This design comes from an exercise in tuning for small area and a short achievable clock period on the open sky130 flow, not from production work. In this exercise RTL edits were held to simulation tests only and were not proved equivalent to the original. Power and IR drop assume default switching activity.

## run 1
Design mult_top, start of the top module:
module mult_top(
    input clk,
    input  [15:0] x,
    input  [15:0] y,
    output reg [31:0] p_out
    );
Size in the first run: ~63 flip-flops, about 65 I/O pins, roughly 0.0068 mm^2 of cells after synthesis.
clock: 7.0 ns
lec_check: 0
abc_area: 1
cap_margin: 20
core_margin: 2
core_utilization: 40
setup_slack_margin: 3.0
slew_margin: 20
standard.sh (not shown) runs the stock make flow with config.mk's settings and CLKGATE_MAP_FILE= SYNTH_SCRIPT=/design/flow/synth_recipe.tcl, a recipe that flattens the netlist after the stock synthesis.
==> flow/flow/run.sh <==
#!/bin/bash
# Standard layout, with two changes passed to the ORFS make run:
#  - no full/half adder cell extraction in synthesis (ABC maps the adders),
#  - port buffers made from the smallest buffer cell.
export ADDER_MAP_FILE=
export BUFFER_PORTS_ARGS="-buffer_cell sky130_fd_sc_hd__buf_1"
bash standard.sh > standard.log 2>&1
Run 1 did not stop at any stage, and its layout met the timing, DRC and antenna checks.
Input-level comparison between run 2 and run 1:
- a change of CORE_UTILIZATION from 40 to 60
- an added CTS_BUF_LIST of sky130_fd_sc_hd__clkbuf_4
- a change of SETUP_SLACK_MARGIN from 3.0 to 3.3
--- outcome ---
The final layout from run 2, which completed every stage, passed the timing, DRC and antenna checks at the end of the flow. In run 2 relative to run 1, final weighted congestion in routability-driven placement had gone up by a few percent. In run 2 the non-clock buffer total of the final layout turned out about 1.5% higher than in run 1. The power in run 2 sits about 4% below the value recorded for run 1. Full die area was higher in the run labelled run 1. The run with more routed wire is run 1, not run 2.
Changes in run 3 relative to run 2:
- CORE_UTILIZATION changed from 60 to 40
- SETUP_SLACK_MARGIN changed from 3.3 to 3.6
[summary]
Between run 2 and run 3, share of total power in combinational logic increased.
The portion of total power attributed to the clock network number comes out lower for run 3 vs run 2.
Relative to run 2, count of cells resized by post-cts repair has increased by 14 in run 3.
Summary of run 3 over run 2: first-pass GRT wire length went up by 1900 um; core utilization dropped 20 points.
Any difference in proportion of cell area occupied by multi-input gates between run 3 and run 2 is small enough to ignore.
Wire: run 3 routes more than run 2
Run 2 -> run 3: routed length per instance increased by a few percent
Vias: run 3 more than run 2
[run 3] sum of met2 wire segment lengths after detailed routing rose 10% relative to run 2
Compared with run 2, run 3 shows a die area that is 48% higher.
## Diff of input files: run 4 against run 3
- swapping 3.6 for 3.3 in SETUP_SLACK_MARGIN
- clearing CTS_BUF_LIST, which used to be sky130_fd_sc_hd__clkbuf_4
Findings:
Going from run 3 to run 4, met3 wirelength from detailed routing grew by more than 10%.
Overall power: run 3 and run 4 compared, lower one is run 3
Register fraction of the total cell area was higher in the run labelled run 4.
Higher wire length of the first global-routing pass among run 3 and run 4: run 4
Relative to run 3, run 4 degrades timing-limited maximum frequency.
Worst-case clock buffer depth: run 4 vs run 3 identical
Clock latency on the worst-skew pair | run 4 below run 3


Another version of the RTL of mult_top (not shown whole).
Size: about 1,000 cells after synthesis, roughly 63 flip-flops, roughly 65 I/O pins.
==> flow/config.mk <==
export PLATFORM = sky130hd
export DESIGN_NAME = mult_top
export DESIGN_NICKNAME = mult_top
export VERILOG_FILES = /design/flow/design.v
export SDC_FILE = /design/flow/constraint.sdc
export NUM_CORES = 4
export LEC_CHECK = 0
export ABC_AREA = 1
export CAP_MARGIN = 20
export CORE_MARGIN = 2
export CORE_UTILIZATION = 40
export CTS_BUF_LIST = sky130_fd_sc_hd__clkbuf_4
export CTS_CLUSTER_SIZE = 6
export SETUP_SLACK_MARGIN = 3.9
export SLEW_MARGIN = 20
export TNS_END_PERCENT = 0
==> flow/constraint.sdc <==
create_clock -name core_clock -period 7.0 [get_ports {clk}]
set_input_delay 1.4000 -clock core_clock [delete_from_list [all_inputs] [get_ports {clk}]]
set_output_delay 1.4000 -clock core_clock [all_outputs]
set_load 0.01 [all_outputs]
Scripts as last shown in full above: flow/flow/run.sh
The first run went through all stages and came out clean.
Then changed:
CTS_BUF_LIST = sky130_fd_sc_hd__clkbuf_4 sky130_fd_sc_hd__clkbuf_8   (was sky130_fd_sc_hd__clkbuf_4)
CTS_CLUSTER_SIZE = not set   (was 6)
SETUP_SLACK_MARGIN = 3.3   (was 3.9)
TNS_END_PERCENT = not set   (was 0)
Result: Count of clock-buffer cells in the layout went up by 1. Utilization went up by 1.9 points. Final area went up by a few percent. Clock power went up by roughly a tenth. Routed wire length went up slightly. Setup slack loses 0.15 ns. Critical path depth went up by 2. Fmax went down by a few percent. Area after synthesis is unchanged.
Then changed:
CTS_BUF_LIST = sky130_fd_sc_hd__clkbuf_4   (was sky130_fd_sc_hd__clkbuf_4 sky130_fd_sc_hd__clkbuf_8)
CTS_CLUSTER_SIZE = 6   (was not set)
TNS_END_PERCENT = 0   (was not set)
Effect: The new run finished with timing, DRC and antenna clean; core utilization goes down by 4.5 points; design area goes down by roughly a tenth; sequential power stays flat; global-route usage goes down by 0.16 points; via count goes down by a few percent.

## re-timing with driven ports
The flow's constraints put no driver on any port. The routed layouts listed below were extracted and timed again, unchanged, in two steps. Step 1 sets driving cells, clkbuf_16 on the clock port and buf_2 on the other inputs (assumed; they add their load-dependent delay and slew). Step 2 moves the port delays by t, midway between the first and last clock arrival at a register: inputs arrive t later, outputs are due t later. That takes back most of the time a late clock gives input paths. a / b / c = no drivers / after step 1 / after step 2; a / b = the first two.
run	shift t [ns]	setup WS [ns]	latest minus earliest clock arrival (ns)	slew at the worst register clock pin (ns)	worst slew at a driven data input, ns
run 1	0.365	3.282 / 3.298 / 2.933	0.009 / 0.009	0.06 / 0.06	0.03
run 2	0.450	3.456 / 3.471 / 3.021	0.012 / 0.012	0.10 / 0.10	0.03
run 3	0.435	3.659 / 3.666 / 3.231	0.022 / 0.022	0.12 / 0.12	0.05
run 4	0.368	3.423 / 3.443 / 3.075	0.008 / 0.009	0.06 / 0.06	0.04
the first run of note 2	0.444	3.568 / 3.562 / 3.118	0.022 / 0.023	0.12 / 0.12	0.04
the second run of note 2	0.374	3.416 / 3.417 / 3.042	0.010 / 0.011	0.08 / 0.08	0.04
the third run of note 2	0.435	3.366 / 3.375 / 2.940	0.015 / 0.015	0.11 / 0.11	0.03
After both steps setup and hold are still met in every run listed. For the first run of note 2, which loses most, drivers alone change the setup slack by -0.006 ns; drivers and shift together by -0.450 ns.
